Source: an optimization exercise on an open RTL-to-GDS flow (aim: small area, a short achievable clock period and few clock cycles per item). Production flows keep margins and buffers that such runs may drop.
The RTL of this run was laid out without a check of its function.

## flow/constraint.sdc

```tcl
create_clock -name core_clock -period 10.0 [get_ports {clk}]
set_input_delay 2.0000 -clock core_clock [delete_from_list [all_inputs] [get_ports {clk}]]
set_output_delay 2.0000 -clock core_clock [all_outputs]
set_load 0.01 [all_outputs]
```

## flow/design.v

```verilog
`timescale 1ns / 1ps
module gain_comp (input [35:0] v, output [35:0] s);
    wire n1 = ~v[14] ^ v[1];
    wire n2 = ~v[14] & v[1];
    wire n3 = ~v[14] ^ ~v[15] ^ v[2];
    wire n4 = (~v[14] & ~v[15]) | (~v[14] & v[2]) | (~v[15] & v[2]);
    wire n5 = v[5] ^ v[6];
    wire n6 = v[5] & v[6];
    wire n7 = ~v[15] ^ ~v[16] ^ v[3];
    wire n8 = (~v[15] & ~v[16]) | (~v[15] & v[3]) | (~v[16] & v[3]);
    wire n9 = n1 ^ v[4] ^ v[5];
    wire n10 = (n1 & v[4]) | (n1 & v[5]) | (v[4] & v[5]);
    wire n11 = v[7] ^ v[8];
    wire n12 = v[7] & v[8];
    wire n13 = n2 ^ n3 ^ n5;
    wire n14 = (n2 & n3) | (n2 & n5) | (n3 & n5);
    wire n15 = v[8] ^ v[9] ^ v[11];
    wire n16 = (v[8] & v[9]) | (v[8] & v[11]) | (v[9] & v[11]);
    wire n17 = v[12] ^ v[13];
    wire n18 = v[12] & v[13];
    wire n19 = n4 ^ n6 ^ n7;
    wire n20 = (n4 & n6) | (n4 & n7) | (n6 & n7);
    wire n21 = v[6] ^ v[7] ^ v[9];
    wire n22 = (v[6] & v[7]) | (v[6] & v[9]) | (v[7] & v[9]);
    wire n23 = v[10] ^ v[12] ^ v[13];
    wire n24 = (v[10] & v[12]) | (v[10] & v[13]) | (v[12] & v[13]);
    wire n25 = n8 ^ ~v[16] ^ ~v[17];
    wire n26 = (n8 & ~v[16]) | (n8 & ~v[17]) | (~v[16] & ~v[17]);
    wire n27 = v[4] ^ v[7] ^ v[8];
    wire n28 = (v[4] & v[7]) | (v[4] & v[8]) | (v[7] & v[8]);
    wire n29 = v[10] ^ v[11] ^ v[13];
    wire n30 = (v[10] & v[11]) | (v[10] & v[13]) | (v[11] & v[13]);
    wire n31 = ~v[17] ^ ~v[18] ^ v[5];
    wire n32 = (~v[17] & ~v[18]) | (~v[17] & v[5]) | (~v[18] & v[5]);
    wire n33 = v[8] ^ v[9] ^ v[11];
    wire n34 = (v[8] & v[9]) | (v[8] & v[11]) | (v[9] & v[11]);
    wire n35 = ~v[14] ^ ~v[18] ^ ~v[19];
    wire n36 = (~v[14] & ~v[18]) | (~v[14] & ~v[19]) | (~v[18] & ~v[19]);
    wire n37 = v[6] ^ v[9] ^ v[10];
    wire n38 = (v[6] & v[9]) | (v[6] & v[10]) | (v[9] & v[10]);
    wire n39 = v[12] ^ v[13];
    wire n40 = v[12] & v[13];
    wire n41 = ~v[15] ^ ~v[19] ^ ~v[20];
    wire n42 = (~v[15] & ~v[19]) | (~v[15] & ~v[20]) | (~v[19] & ~v[20]);
    wire n43 = v[7] ^ v[10] ^ v[11];
    wire n44 = (v[7] & v[10]) | (v[7] & v[11]) | (v[10] & v[11]);
    wire n45 = ~v[16] ^ ~v[20] ^ ~v[21];
    wire n46 = (~v[16] & ~v[20]) | (~v[16] & ~v[21]) | (~v[20] & ~v[21]);
    wire n47 = ~v[14] ^ ~v[17] ^ ~v[21];
    wire n48 = (~v[14] & ~v[17]) | (~v[14] & ~v[21]) | (~v[17] & ~v[21]);
    wire n49 = ~v[22] ^ v[9];
    wire n50 = ~v[22] & v[9];
    wire n51 = ~v[15] ^ ~v[18] ^ ~v[22];
    wire n52 = (~v[15] & ~v[18]) | (~v[15] & ~v[22]) | (~v[18] & ~v[22]);
    wire n53 = v[22] ^ v[24];
    wire n54 = v[22] & v[24];
    wire n55 = n9 ^ n11 ^ v[10];
    wire n56 = (n9 & n11) | (n9 & v[10]) | (n11 & v[10]);
    wire n57 = n10 ^ n12 ^ n13;
    wire n58 = (n10 & n12) | (n10 & n13) | (n12 & n13);
    wire n59 = n15 ^ n17;
    wire n60 = n15 & n17;
    wire n61 = n14 ^ n16 ^ n18;
    wire n62 = (n14 & n16) | (n14 & n18) | (n16 & n18);
    wire n63 = n19 ^ n21 ^ n23;
    wire n64 = (n19 & n21) | (n19 & n23) | (n21 & n23);
    wire n65 = n20 ^ n22 ^ n24;
    wire n66 = (n20 & n22) | (n20 & n24) | (n22 & n24);
    wire n67 = n25 ^ n27 ^ n29;
    wire n68 = (n25 & n27) | (n25 & n29) | (n27 & n29);
    wire n69 = n26 ^ n28 ^ n30;
    wire n70 = (n26 & n28) | (n26 & n30) | (n28 & n30);
    wire n71 = n31 ^ n33 ^ v[12];
    wire n72 = (n31 & n33) | (n31 & v[12]) | (n33 & v[12]);
    wire n73 = n32 ^ n34 ^ n35;
    wire n74 = (n32 & n34) | (n32 & n35) | (n34 & n35);
    wire n75 = n37 ^ n39 ^ 1'b1;
    wire n76 = (n37 & n39) | (n37 & 1'b1) | (n39 & 1'b1);
    wire n77 = n36 ^ n38 ^ n40;
    wire n78 = (n36 & n38) | (n36 & n40) | (n38 & n40);
    wire n79 = n41 ^ n43 ^ v[13];
    wire n80 = (n41 & n43) | (n41 & v[13]) | (n43 & v[13]);
    wire n81 = n42 ^ n44 ^ n45;
    wire n82 = (n42 & n44) | (n42 & n45) | (n44 & n45);
    wire n83 = v[8] ^ v[11] ^ v[12];
    wire n84 = (v[8] & v[11]) | (v[8] & v[12]) | (v[11] & v[12]);
    wire n85 = n46 ^ n47 ^ n49;
    wire n86 = (n46 & n47) | (n46 & n49) | (n47 & n49);
    wire n87 = v[12] ^ v[13] ^ 1'b1;
    wire n88 = (v[12] & v[13]) | (v[12] & 1'b1) | (v[13] & 1'b1);
    wire n89 = n48 ^ n50 ^ n51;
    wire n90 = (n48 & n50) | (n48 & n51) | (n50 & n51);
    wire n91 = ~v[23] ^ v[10] ^ v[13];
    wire n92 = (~v[23] & v[10]) | (~v[23] & v[13]) | (v[10] & v[13]);
    wire n93 = n52 ^ ~v[16] ^ ~v[19];
    wire n94 = (n52 & ~v[16]) | (n52 & ~v[19]) | (~v[16] & ~v[19]);
    wire n95 = ~v[23] ^ ~v[24] ^ v[11];
    wire n96 = (~v[23] & ~v[24]) | (~v[23] & v[11]) | (~v[24] & v[11]);
    wire n97 = v[14] ^ ~v[17] ^ ~v[20];
    wire n98 = (v[14] & ~v[17]) | (v[14] & ~v[20]) | (~v[17] & ~v[20]);
    wire n99 = ~v[24] ^ ~v[25] ^ v[12];
    wire n100 = (~v[24] & ~v[25]) | (~v[24] & v[12]) | (~v[25] & v[12]);
    wire n101 = v[15] ^ ~v[18] ^ ~v[21];
    wire n102 = (v[15] & ~v[18]) | (v[15] & ~v[21]) | (~v[18] & ~v[21]);
    wire n103 = ~v[25] ^ ~v[26] ^ v[13];
    wire n104 = (~v[25] & ~v[26]) | (~v[25] & v[13]) | (~v[26] & v[13]);
    wire n105 = v[14] ^ v[16] ^ ~v[19];
    wire n106 = (v[14] & v[16]) | (v[14] & ~v[19]) | (v[16] & ~v[19]);
    wire n107 = ~v[22] ^ ~v[26] ^ ~v[27];
    wire n108 = (~v[22] & ~v[26]) | (~v[22] & ~v[27]) | (~v[26] & ~v[27]);
    wire n109 = v[15] ^ v[17] ^ ~v[20];
    wire n110 = (v[15] & v[17]) | (v[15] & ~v[20]) | (v[17] & ~v[20]);
    wire n111 = ~v[23] ^ ~v[27] ^ ~v[28];
    wire n112 = (~v[23] & ~v[27]) | (~v[23] & ~v[28]) | (~v[27] & ~v[28]);
    wire n113 = v[16] ^ v[18] ^ ~v[21];
    wire n114 = (v[16] & v[18]) | (v[16] & ~v[21]) | (v[18] & ~v[21]);
    wire n115 = ~v[24] ^ ~v[28] ^ ~v[29];
    wire n116 = (~v[24] & ~v[28]) | (~v[24] & ~v[29]) | (~v[28] & ~v[29]);
    wire n117 = v[17] ^ v[19] ^ ~v[22];
    wire n118 = (v[17] & v[19]) | (v[17] & ~v[22]) | (v[19] & ~v[22]);
    wire n119 = ~v[25] ^ ~v[29] ^ ~v[30];
    wire n120 = (~v[25] & ~v[29]) | (~v[25] & ~v[30]) | (~v[29] & ~v[30]);
    wire n121 = v[18] ^ v[20] ^ ~v[23];
    wire n122 = (v[18] & v[20]) | (v[18] & ~v[23]) | (v[20] & ~v[23]);
    wire n123 = ~v[26] ^ ~v[30] ^ ~v[31];
    wire n124 = (~v[26] & ~v[30]) | (~v[26] & ~v[31]) | (~v[30] & ~v[31]);
    wire n125 = v[19] ^ v[21] ^ ~v[24];
    wire n126 = (v[19] & v[21]) | (v[19] & ~v[24]) | (v[21] & ~v[24]);
    wire n127 = ~v[27] ^ ~v[31] ^ ~v[32];
    wire n128 = (~v[27] & ~v[31]) | (~v[27] & ~v[32]) | (~v[31] & ~v[32]);
    wire n129 = v[20] ^ v[22] ^ ~v[25];
    wire n130 = (v[20] & v[22]) | (v[20] & ~v[25]) | (v[22] & ~v[25]);
    wire n131 = ~v[28] ^ ~v[32] ^ ~v[33];
    wire n132 = (~v[28] & ~v[32]) | (~v[28] & ~v[33]) | (~v[32] & ~v[33]);
    wire n133 = v[21] ^ v[23] ^ ~v[26];
    wire n134 = (v[21] & v[23]) | (v[21] & ~v[26]) | (v[23] & ~v[26]);
    wire n135 = ~v[29] ^ ~v[33] ^ ~v[34];
    wire n136 = (~v[29] & ~v[33]) | (~v[29] & ~v[34]) | (~v[33] & ~v[34]);
    wire n137 = n53 ^ ~v[27] ^ ~v[30];
    wire n138 = (n53 & ~v[27]) | (n53 & ~v[30]) | (~v[27] & ~v[30]);
    wire n139 = ~v[34] ^ v[35] ^ 1'b1;
    wire n140 = (~v[34] & v[35]) | (~v[34] & 1'b1) | (v[35] & 1'b1);
    wire n141 = n54 ^ v[23] ^ v[25];
    wire n142 = (n54 & v[23]) | (n54 & v[25]) | (v[23] & v[25]);
    wire n143 = ~v[28] ^ ~v[31] ^ v[35];
    wire n144 = (~v[28] & ~v[31]) | (~v[28] & v[35]) | (~v[31] & v[35]);
    wire n145 = v[24] ^ v[26] ^ ~v[29];
    wire n146 = (v[24] & v[26]) | (v[24] & ~v[29]) | (v[26] & ~v[29]);
    wire n147 = ~v[32] ^ 1'b1;
    wire n148 = ~v[32] & 1'b1;
    wire n149 = v[25] ^ v[27] ^ ~v[30];
    wire n150 = (v[25] & v[27]) | (v[25] & ~v[30]) | (v[27] & ~v[30]);
    wire n151 = ~v[33] ^ 1'b1;
    wire n152 = ~v[33] & 1'b1;
    wire n153 = v[26] ^ v[28] ^ ~v[31];
    wire n154 = (v[26] & v[28]) | (v[26] & ~v[31]) | (v[28] & ~v[31]);
    wire n155 = ~v[34] ^ 1'b1;
    wire n156 = ~v[34] & 1'b1;
    wire n157 = v[27] ^ v[29] ^ ~v[32];
    wire n158 = (v[27] & v[29]) | (v[27] & ~v[32]) | (v[29] & ~v[32]);
    wire n159 = v[28] ^ v[30];
    wire n160 = v[28] & v[30];
    wire n161 = v[29] ^ v[31];
    wire n162 = v[29] & v[31];
    wire n163 = n55 ^ v[11];
    wire n164 = n55 & v[11];
    wire n165 = n56 ^ n57 ^ n59;
    wire n166 = (n56 & n57) | (n56 & n59) | (n57 & n59);
    wire n167 = n58 ^ n60 ^ n61;
    wire n168 = (n58 & n60) | (n58 & n61) | (n60 & n61);
    wire n169 = n62 ^ n64 ^ n65;
    wire n170 = (n62 & n64) | (n62 & n65) | (n64 & n65);
    wire n171 = n66 ^ n68 ^ n69;
    wire n172 = (n66 & n68) | (n66 & n69) | (n68 & n69);
    wire n173 = n70 ^ n72 ^ n73;
    wire n174 = (n70 & n72) | (n70 & n73) | (n72 & n73);
    wire n175 = n74 ^ n76 ^ n77;
    wire n176 = (n74 & n76) | (n74 & n77) | (n76 & n77);
    wire n177 = n78 ^ n80 ^ n81;
    wire n178 = (n78 & n80) | (n78 & n81) | (n80 & n81);
    wire n179 = n82 ^ n84 ^ n85;
    wire n180 = (n82 & n84) | (n82 & n85) | (n84 & n85);
    wire n181 = n86 ^ n88 ^ n89;
    wire n182 = (n86 & n88) | (n86 & n89) | (n88 & n89);
    wire n183 = n90 ^ n92 ^ n93;
    wire n184 = (n90 & n92) | (n90 & n93) | (n92 & n93);
    wire n185 = n94 ^ n96 ^ n97;
    wire n186 = (n94 & n96) | (n94 & n97) | (n96 & n97);
    wire n187 = n98 ^ n100 ^ n101;
    wire n188 = (n98 & n100) | (n98 & n101) | (n100 & n101);
    wire n189 = n102 ^ n104 ^ n105;
    wire n190 = (n102 & n104) | (n102 & n105) | (n104 & n105);
    wire n191 = n106 ^ n108 ^ n109;
    wire n192 = (n106 & n108) | (n106 & n109) | (n108 & n109);
    wire n193 = n110 ^ n112 ^ n113;
    wire n194 = (n110 & n112) | (n110 & n113) | (n112 & n113);
    wire n195 = n114 ^ n116 ^ n117;
    wire n196 = (n114 & n116) | (n114 & n117) | (n116 & n117);
    wire n197 = n118 ^ n120 ^ n121;
    wire n198 = (n118 & n120) | (n118 & n121) | (n120 & n121);
    wire n199 = n122 ^ n124 ^ n125;
    wire n200 = (n122 & n124) | (n122 & n125) | (n124 & n125);
    wire n201 = n126 ^ n128 ^ n129;
    wire n202 = (n126 & n128) | (n126 & n129) | (n128 & n129);
    wire n203 = n130 ^ n132 ^ n133;
    wire n204 = (n130 & n132) | (n130 & n133) | (n132 & n133);
    wire n205 = n134 ^ n136 ^ n137;
    wire n206 = (n134 & n136) | (n134 & n137) | (n136 & n137);
    wire n207 = n138 ^ n140 ^ n141;
    wire n208 = (n138 & n140) | (n138 & n141) | (n140 & n141);
    wire n209 = n142 ^ n144 ^ n145;
    wire n210 = (n142 & n144) | (n142 & n145) | (n144 & n145);
    wire n211 = n146 ^ n148 ^ n149;
    wire n212 = (n146 & n148) | (n146 & n149) | (n148 & n149);
    wire n213 = n150 ^ n152 ^ n153;
    wire n214 = (n150 & n152) | (n150 & n153) | (n152 & n153);
    wire n215 = n154 ^ n156 ^ n157;
    wire n216 = (n154 & n156) | (n154 & n157) | (n156 & n157);
    wire n217 = n158 ^ n159 ^ ~v[33];
    wire n218 = (n158 & n159) | (n158 & ~v[33]) | (n159 & ~v[33]);
    wire n219 = n160 ^ n161 ^ ~v[34];
    wire n220 = (n160 & n161) | (n160 & ~v[34]) | (n161 & ~v[34]);
    wire n221 = n162 ^ v[30] ^ v[32];
    wire n222 = (n162 & v[30]) | (n162 & v[32]) | (v[30] & v[32]);
    wire n223 = v[31] ^ v[33];
    wire n224 = v[31] & v[33];
    wire n225 = v[32] ^ v[34];
    wire n226 = v[32] & v[34];
    wire n227 = n163 ^ v[12];
    wire n228 = n163 & v[12];
    wire n229 = n164 ^ n165 ^ 1'b1;
    wire n230 = (n164 & n165) | (n164 & 1'b1) | (n165 & 1'b1);
    wire n231 = n166 ^ n167 ^ n63;
    wire n232 = (n166 & n167) | (n166 & n63) | (n167 & n63);
    wire n233 = n168 ^ n169 ^ n67;
    wire n234 = (n168 & n169) | (n168 & n67) | (n169 & n67);
    wire n235 = n170 ^ n171 ^ n71;
    wire n236 = (n170 & n171) | (n170 & n71) | (n171 & n71);
    wire n237 = n172 ^ n173 ^ n75;
    wire n238 = (n172 & n173) | (n172 & n75) | (n173 & n75);
    wire n239 = n174 ^ n175 ^ n79;
    wire n240 = (n174 & n175) | (n174 & n79) | (n175 & n79);
    wire n241 = n176 ^ n177 ^ n83;
    wire n242 = (n176 & n177) | (n176 & n83) | (n177 & n83);
    wire n243 = n178 ^ n179 ^ n87;
    wire n244 = (n178 & n179) | (n178 & n87) | (n179 & n87);
    wire n245 = n180 ^ n181 ^ n91;
    wire n246 = (n180 & n181) | (n180 & n91) | (n181 & n91);
    wire n247 = n182 ^ n183 ^ n95;
    wire n248 = (n182 & n183) | (n182 & n95) | (n183 & n95);
    wire n249 = n184 ^ n185 ^ n99;
    wire n250 = (n184 & n185) | (n184 & n99) | (n185 & n99);
    wire n251 = n186 ^ n187 ^ n103;
    wire n252 = (n186 & n187) | (n186 & n103) | (n187 & n103);
    wire n253 = n188 ^ n189 ^ n107;
    wire n254 = (n188 & n189) | (n188 & n107) | (n189 & n107);
    wire n255 = n190 ^ n191 ^ n111;
    wire n256 = (n190 & n191) | (n190 & n111) | (n191 & n111);
    wire n257 = n192 ^ n193 ^ n115;
    wire n258 = (n192 & n193) | (n192 & n115) | (n193 & n115);
    wire n259 = n194 ^ n195 ^ n119;
    wire n260 = (n194 & n195) | (n194 & n119) | (n195 & n119);
    wire n261 = n196 ^ n197 ^ n123;
    wire n262 = (n196 & n197) | (n196 & n123) | (n197 & n123);
    wire n263 = n198 ^ n199 ^ n127;
    wire n264 = (n198 & n199) | (n198 & n127) | (n199 & n127);
    wire n265 = n200 ^ n201 ^ n131;
    wire n266 = (n200 & n201) | (n200 & n131) | (n201 & n131);
    wire n267 = n202 ^ n203 ^ n135;
    wire n268 = (n202 & n203) | (n202 & n135) | (n203 & n135);
    wire n269 = n204 ^ n205 ^ n139;
    wire n270 = (n204 & n205) | (n204 & n139) | (n205 & n139);
    wire n271 = n206 ^ n207 ^ n143;
    wire n272 = (n206 & n207) | (n206 & n143) | (n207 & n143);
    wire n273 = n208 ^ n209 ^ n147;
    wire n274 = (n208 & n209) | (n208 & n147) | (n209 & n147);
    wire n275 = n210 ^ n211 ^ n151;
    wire n276 = (n210 & n211) | (n210 & n151) | (n211 & n151);
    wire n277 = n212 ^ n213 ^ n155;
    wire n278 = (n212 & n213) | (n212 & n155) | (n213 & n155);
    wire n279 = n214 ^ n215 ^ v[35];
    wire n280 = (n214 & n215) | (n214 & v[35]) | (n215 & v[35]);
    wire n281 = n216 ^ n217 ^ 1'b1;
    wire n282 = (n216 & n217) | (n216 & 1'b1) | (n217 & 1'b1);
    wire n283 = n218 ^ n219 ^ 1'b1;
    wire n284 = (n218 & n219) | (n218 & 1'b1) | (n219 & 1'b1);
    wire n285 = n220 ^ n221 ^ v[35];
    wire n286 = (n220 & n221) | (n220 & v[35]) | (n221 & v[35]);
    wire n287 = n222 ^ n223 ^ 1'b1;
    wire n288 = (n222 & n223) | (n222 & 1'b1) | (n223 & 1'b1);
    wire n289 = n224 ^ n225 ^ 1'b1;
    wire n290 = (n224 & n225) | (n224 & 1'b1) | (n225 & 1'b1);
    wire n291 = n226 ^ v[33] ^ ~v[35];
    wire n292 = (n226 & v[33]) | (n226 & ~v[35]) | (v[33] & ~v[35]);
    wire n293 = v[34] ^ 1'b1;
    wire n294 = v[34] & 1'b1;
    wire [35:0] ra = {1'b1, n294, n292, n290, n288, n286, n284, n282, n280, n278, n276, n274, n272, n270, n268, n266, n264, n262, n260, n258, n256, n254, n252, n250, n248, n246, n244, n242, n240, n238, n236, n234, n232, n230, n228, n227};
    wire [35:0] rb = {1'b0, ~v[35], n293, n291, n289, n287, n285, n283, n281, n279, n277, n275, n273, n271, n269, n267, n265, n263, n261, n259, n257, n255, n253, n251, n249, n247, n245, n243, n241, n239, n237, n235, n233, n231, n229, 1'b1};
    assign s = ra + rb;
endmodule
`timescale 1ns / 1ps
module norm5_unit #(
    parameter DIMENSIONS    = 5,
    parameter DATA_WIDTH    = 32,
    parameter CORDIC_WIDTH  = 38,
    parameter CORDIC_STAGES = 16,
    parameter ANGLE_WIDTH   = 16
)(
    input                              clk,
    input                              nreset,
    input                              start,
    input  [DIMENSIONS*DATA_WIDTH-1:0] w_in,
    output [DIMENSIONS*DATA_WIDTH-1:0] w_out,
    output                             done
);
    localparam W  = 36;      
    localparam OW = 22;      
    localparam P_IDLE = 3'd0,    
               P_A1   = 3'd1,    
               P_V    = 3'd2,    
               P_VS   = 3'd3,    
               P_R1L  = 3'd4,    
               P_R    = 3'd5,    
               P_RSY  = 3'd6,    
               P_RSX  = 3'd7;    
    reg  [2:0] ph;
    reg  [1:0] p;
    reg  [3:0] i;
    reg        done_r;
    reg signed [W-1:0] X, Y;
    reg        f;                
    reg        qf;               
    reg        zf;               
    reg [15:0] T1;               
    reg        n1;               
    reg [OW-1:0] O3, O4, O5;     
    wire [15:0] T2 = O3[15:0];
    wire [15:0] T3 = O4[15:0];
    wire [15:0] T4 = O5[15:0];
    wire [31:0] w1 = w_in[31:0];
    wire [31:0] w2 = w_in[63:32];
    wire [31:0] w3 = w_in[95:64];
    wire [31:0] w4 = w_in[127:96];
    wire [31:0] w5 = w_in[159:128];
    reg [31:0] wsel;
    always @(*) begin
        case (ph)
            P_IDLE:  wsel = w2;
            P_A1:    wsel = w1;
            default: wsel = (p == 2'd0) ? w3 : (p == 2'd1) ? w4 : w5;
        endcase
    end
    wire [W-1:0] ld = {wsel[29:0], 6'b0} ^ {W{wsel[31]}};
    reg [15:0] Tcur;
    always @(*) begin
        case (p)
            2'd0:    Tcur = T4;
            2'd1:    Tcur = T3;
            2'd2:    Tcur = T2;
            default: Tcur = T1;
        endcase
    end
    wire isV = (ph == P_V);
    wire s0  = (i == 4'd0);
    wire d   = isV ? (~s0 & Y[W-1]) : (s0 ? Tcur[0] : Tcur[1]);
    wire ix  = d;
    wire cx  = s0 ? (d ^ f) : d;
    wire iy  = (s0 & ~isV) ? 1'b0 : ~d;
    wire cy  = s0 ? (isV ? ~f : f) : ~d;
    wire signed [W-1:0] ysh = Y >>> i;
    wire signed [W-1:0] xsh = X >>> i;
    wire [W-1:0] xa = X + (ysh ^ {W{ix}}) + cx;
    wire [W-1:0] ya = Y + (xsh ^ {W{iy}}) + cy;
    wire signed [W-1:0] sci = (ph == P_RSY) ? Y : X;
    wire [W-1:0] sc;
    gain_comp u_gc (.v(sci), .s(sc));
    wire [W-1:0] sct = {sc[W-1:6], 6'b0};
    wire nn = (p == 2'd0) ? T3[0] : (p == 2'd1) ? T2[0] : n1;
    localparam [W-1:0] ONE = 36'h004000000;    
    localparam [W-1:0] MONE = -ONE;
    always @(posedge clk) begin
        case (ph)
            P_IDLE: begin X <= ld; Y <= {W{1'b0}}; f <= wsel[31]; zf <= ~|w_in; end
            P_A1:   begin X <= ld; Y <= ya; f <= wsel[31]; qf <= w1[31] ^ w2[31]; n1 <= w1[31]; end
            P_V:    begin X <= xa; Y <= ya; end
            P_VS:   begin X <= ld; Y <= sct; f <= wsel[31]; qf <= wsel[31]; end
            P_R1L:  begin
                        X <= zf ? {W{1'b0}} : ONE;
                        Y <= zf ? {W{1'b0}} : (f ? MONE : ONE);
                    end
            P_R:    begin X <= xa; Y <= ya; end
            P_RSY:  begin Y <= sc; end
            P_RSX:  begin
                        if (p != 2'd3) begin
                            X <= {W{1'b0}};
                            Y <= sct ^ {W{nn}};
                            f <= nn;
                        end else begin
                            X <= sc;
                        end
                    end
        endcase
    end
    wire r = (isV & s0) ? qf : (Y[W-1] ^ qf);
    wire rsh = (ph == P_R) & ~s0;
    wire rsy = (ph == P_RSY);
    always @(posedge clk) begin
        if ((isV && p == 2'd0) || (rsh && p == 2'd3)) T1 <= {r, T1[15:1]};
        if (rsy && p == 2'd2) O3 <= sc[OW+5:6];
        else if ((isV && p == 2'd1) || (rsh && p == 2'd2)) O3[15:0] <= {r, O3[15:1]};
        if (rsy && p == 2'd1) O4 <= sc[OW+5:6];
        else if ((isV && p == 2'd2) || (rsh && p == 2'd1)) O4[15:0] <= {r, O4[15:1]};
        if (rsy && p == 2'd0) O5 <= sc[OW+5:6];
        else if ((isV && p == 2'd3) || ph == P_R1L || (rsh && p == 2'd0)) O5[15:0] <= {r, O5[15:1]};
    end
    always @(posedge clk or negedge nreset) begin
        if (~nreset) begin
            ph <= P_IDLE;
            p <= 2'd0;
            i <= 4'd0;
            done_r <= 1'b0;
        end else begin
            done_r <= (ph == P_RSX) && (p == 2'd3);
            case (ph)
                P_IDLE: if (start) ph <= P_A1;
                P_A1:   begin ph <= P_V; p <= 2'd0; i <= 4'd0; end
                P_V: begin
                    i <= i + 4'd1;
                    if (p == 2'd3 && i == 4'd14) ph <= P_R1L;
                    else if (i == 4'd15) ph <= P_VS;
                end
                P_VS:   begin ph <= P_V; p <= p + 2'd1; i <= 4'd0; end
                P_R1L:  begin ph <= P_R; p <= 2'd0; i <= 4'd1; end
                P_R: begin
                    i <= i + 4'd1;
                    if (i == 4'd15) ph <= P_RSY;
                end
                P_RSY:  ph <= P_RSX;
                P_RSX: begin
                    i <= 4'd0;
                    if (p == 2'd3) ph <= P_IDLE;
                    else begin ph <= P_R; p <= p + 2'd1; end
                end
            endcase
        end
    end
    assign done = done_r;
    wire [OW-1:0] r1 = Y[OW+5:6];
    wire [OW-1:0] r2 = X[OW+5:6];
    assign w_out = {{(32-OW){O5[OW-1]}}, O5,
                    {(32-OW){O4[OW-1]}}, O4,
                    {(32-OW){O3[OW-1]}}, O3,
                    {(32-OW){r2[OW-1]}}, r2,
                    {(32-OW){r1[OW-1]}}, r1};
endmodule
```

## flow/config.mk

```make
export PLATFORM = sky130hd
export DESIGN_NAME = norm5_unit
export DESIGN_NICKNAME = norm5_unit
export VERILOG_FILES = /design/flow/design.v
export SDC_FILE = /design/flow/constraint.sdc
export NUM_CORES = 8
export LEC_CHECK = 0
export CAP_MARGIN = 20
export CORE_MARGIN = 2
export CORE_UTILIZATION = 40
export SLEW_MARGIN = 20
```

## flow/run.sh

```bash
#!/bin/bash
# synth_recipe.tcl (not shown) runs the flow's synth.tcl, then flattens the netlist and writes it again
# the make line also repeats each setting of config.mk as NAME=value (left out here)
make -C /OpenROAD-flow-scripts/flow DESIGN_CONFIG=/design/flow/config.mk WORK_HOME=/design/flow/orfs CLKGATE_MAP_FILE= SYNTH_SCRIPT=/design/flow/synth_recipe.tcl finish
```

==> run summary <==
==> stage by stage <==
| stage | setup WS (ns) | cells | hold slack, ns |
|---|---|---|---|
| CTS | 1.64 | 3606 | 0.430 |
| global route | 1.15 | 3606 | 0.447 |
| detailed placement | 1.68 | 3574 | 0.409 |
| floorplan | 2.47 | 2674 | 0.400 |
| finish | 1.60 | 3606 | 0.428 |
| global placement | 1.83 | 3574 | 0.408 |
==> worst max-delay path, cell delays in order, from the launching register on <==
cell and delay [ns]:
sky130_fd_sc_hd__dfrtp_1 0.95, sky130_fd_sc_hd__nor2b_1 0.28, sky130_fd_sc_hd__and2_1 0.20, sky130_fd_sc_hd__buf_4 0.47, sky130_fd_sc_hd__nand2_1 0.11, sky130_fd_sc_hd__nand2_1 0.24
sky130_fd_sc_hd__clkinv_1 0.30, sky130_fd_sc_hd__xnor2_1 0.22, sky130_fd_sc_hd__xnor2_1 0.16, sky130_fd_sc_hd__fa_1 0.44, sky130_fd_sc_hd__fa_1 0.54, sky130_fd_sc_hd__inv_1 0.06
sky130_fd_sc_hd__fa_1 0.53, sky130_fd_sc_hd__inv_1 0.05, sky130_fd_sc_hd__fa_1 0.50, sky130_fd_sc_hd__inv_1 0.05, sky130_fd_sc_hd__ha_1 0.35, sky130_fd_sc_hd__o211ai_1 0.13
sky130_fd_sc_hd__o21ai_1 0.39, sky130_fd_sc_hd__a21oi_1 0.18, sky130_fd_sc_hd__or3_1 0.43, sky130_fd_sc_hd__a211oi_1 0.35, sky130_fd_sc_hd__nor3_1 0.10, sky130_fd_sc_hd__xor2_1 0.69
sky130_fd_sc_hd__mux2i_1 0.24, sky130_fd_sc_hd__o21ai_0 0.10
==> layout by cell type, fill, tap and decap left out, drive strengths merged, types with 17 or more instances in the layout <==
cell type      instances
clkdlybuf4s50        323
nand4                 21
nand2                350
ha                   135
a31oi                 23
a21oi                172
xor2                  99
mux4                  38
o21ai                197
nor2                 109
nor4                  47
nor3                  17
and3                  24
a21o                  61
nor2b                 27
mux2                  24
buf                   48
fa                   115
o211ai                21
o221ai                23
xnor2                108
a211oi                56
mux2i                151
o21bai                17
edfxtp               158
inv                  259
clkbuf                17
nand3                 28
==> cells in the mapped netlist (46+ instances only) <==
library cell | number | area, um2
sky130_fd_sc_hd__ha_1 | 135 | 1690
sky130_fd_sc_hd__o21ai_0 | 191 | 956
sky130_fd_sc_hd__xnor2_1 | 108 | 946
sky130_fd_sc_hd__fa_1 | 115 | 2300
sky130_fd_sc_hd__xor2_1 | 99 | 867
sky130_fd_sc_hd__mux2i_1 | 151 | 1510
sky130_fd_sc_hd__edfxtp_1 | 158 | 4740
sky130_fd_sc_hd__nor4_1 | 46 | 288
sky130_fd_sc_hd__a21o_1 | 61 | 458
sky130_fd_sc_hd__inv_1 | 248 | 931
sky130_fd_sc_hd__buf_4 | 94 | 706
sky130_fd_sc_hd__a21oi_1 | 171 | 856
sky130_fd_sc_hd__nand2_1 | 350 | 1310
sky130_fd_sc_hd__clkbuf_1 | 98 | 368
sky130_fd_sc_hd__a211oi_1 | 56 | 420
sky130_fd_sc_hd__nor2_1 | 109 | 409
==> final timing paths <==
check	start	endpoint	slack, ns
setup reg to reg	ph[2]	Y[19]	1.60
min in group asynchronous	nreset	p[1]	1.90
hold / removal	T1[2]	T1[1]	0.43
setup / recovery	ph[2]	Y[19]	1.60
hold reg to reg	T1[2]	T1[1]	0.43
max in group asynchronous	nreset	i[0]	7.67
==> state kept, by name, indices dropped and copies added, names as in the netlist, 2 cells and up <==
register,cells
X,36
Y,36
O3,22
O4,22
O5,22
T1,16
i,4
ph,3
p,2
==> kinds of logic (layout without fill, tap and decap cells) <==
group,after synthesis,in the layout
xor gates and xnor gates,207,207
muxes,213,213
DFF,168,168
buffers and inverters,480,656
and+or+nand+nor,685,685
AOI/OAI and AO/OA,669,669
adders and majority gates,252,252
==> per-layer routing <==
| layer | vias up | routed length [um] | global-route usage |
|---|---|---|---|
| li1 | 9710 | - | - |
| met5 | - | 0 | 0 |
| met4 | 0 | 2440 | 0.0850 |
| met3 | 108 | 6850 | 0.0469 |
| met1 | 10200 | 37400 | 0.393 |
| met2 | 911 | 41400 | 0.480 |
==> cell type report <==
class | count | area [um2]
Clock buffer | 17 | 425
Clock inverter | 15 | 211
Fill cell | 5519 | 29600
Inverter | 253 | 950
Multi-Input combinational cell | 2026 | 15900
Sequential cell | 168 | 5000
Tap cell | 756 | 946
Timing Repair Buffer | 371 | 3590
==> run_results.csv <==
group,metric,value,unit
synthesis,netlist_area,23000,um2
min_path,timing.hold.worst.class,"flop to flop",
synthesis,muxShareOfSynthArea,0.115,
place,place.gp.congestion,0.960,
synthesis,asyncSetResetFlopFracSynth,0.0595,
die,fp-row-count,87,
detailed_routing,detail_route.drc_violations,0,
setup_path,critical_path.startpoint_type,"flop",
outcome,status,"complete, no violations",
grt,grt.total_usage,0.291,
grt,grt_first_pass_wirelength,130,mm
grt,grt_max_degree,69,
synthesis,yosys_most_used_dff,"sky130_fd_sc_hd__edfxtp_1",
sta,clock_skew_after_layout,0.0176,ns
detailed_routing,routed_via_density,5.81,
min_path,hold_path_depth,0,
cells_and_area,layout.nets,3250,
clocking,worst_setup_hold_path_clk_slew,0.08,ns
die,die-area,59400,um2
sta,relSlewSlack,0.323,
setup_path,cp-end-kind,"flop",
clocking,post_cts_resized,0,
synthesis,synth-warning-count,1,
synthesis,synth_seq_area_share,0.217,
die,top_level_i_o_count,324,
job,max-cap-violations,0,
sta,rsz0062_at_grt,"false",
grt,globalRoute.totalOverflow,0,
detailed_routing,drt_iter0_markers,2145,
sta,worstMarginPinSlew,1.02,ns
place,buffer_ports.inserted,323,
grt,antenna_found_initial,0,
setup_path,worstPathArrival,8.61,ns
synthesis,synthesis.instances,2674,
sta,report.final.slew_viol_count,0,
setup_path,rr_worst_depth,25,
synthesis,count_of_flip_flops_with_a_built_in_enable_after_synthesis,158,
synthesis,postSynthRegisterBits,168,
synthesis,dominant_combinational_cell_family_by_area_after_synthesis,"compound AO/OA/AOI/OAI gates",
detailed_routing,routed_wire_length_per_instance,24.4,um
clocking,htreeDepth,4,
clocking,cts_hold_buffers,0,
cells_and_area,post-route-util,0.477,
detailed_routing,vias,20900,
detailed_routing,routed_wirelength,88.1,mm
sta,final_min_period_over_clock_period,0.840,
detailed_routing,route.antenna.remaining_nets,0,
clocking,cts_buffers,17,
cells_and_area,syn_to_layout_area_delta,17.6,%
die,die_w,244,um
synthesis,synth.avg_cell_area,8.59,um2
clocking,ctsRootBufferMaster,"sky130_fd_sc_hd__clkbuf_16",
synthesis,synthSimpleGateAreaFrac,0.136,
cells_and_area,antenna_cells_inserted,0,
clocking,cts_tree,"yes",
clocking,clk-insertion-delay-late,0.47,ns
setup_path,worst_ep_required_time,10.21,ns
setup_path,critPathMaxFanout,36,
die,initial_core_util,0.406,
sta,hold_viol_final,0,
sta,final_period_demand_of_the_worst_path,8.40,ns
synthesis,fraction_of_the_mapped_netlist_area_in_compound_gates,0.184,
cells_and_area,post-route-cell-area,27000,um2
die,die_h,244,um
sta,max_clock_freq,119,MHz
clocking,cts-root-to-sink-buffers,2,
grt,grt_pass1_vias,20500,
synthesis,synthDistinctLibCells,75,
detailed_routing,drt_pass1_iterations,6,
place,dpl_cell_area,26400,um2
clocking,post-cts-setup-buffers,0,
synthesis,post_synth_xor_area_fraction,0.0789,
place,dp_hpwl,69.5,mm
synthesis,synth_fp_nets,3087,
synthesis,synth_fa_ha_area_frac,0.175,
die,core,56600,um2
clocking,tritoncts_num_sinks,168,
sta,fin_tns_setup,0,ns
sta,setup_viol,0,
setup_path,worstSetupPathType,"flop to flop",
cells_and_area,drive_above_1_share,0.0625,

re-timing with driven ports:
The flow's constraints put no driver on any port. The routed layout listed below was extracted and timed again, unchanged, in two steps.
Step 1 sets driving cells, clkbuf_16 on the clock port and buf_2 on the other inputs (assumed; they add their load-dependent delay and slew).
Step 2, shift: input delay + t, output delay - t, t = (earliest + latest rising clock arrival at the registers) / 2. This alone moves slack from input paths to output paths.
Slacks: no drivers / after step 1 / after step 2; pairs: no drivers / after step 1.
shift t [ns]: 0.520
setup WS [ns]: 1.596 / 1.596 / 1.596
worst slew at a driven data input, ns: 0.08
After both steps setup and hold are still met in this run. The setup slack of this run moves by 0.000 ns with the drivers and by 0.000 ns with both steps.
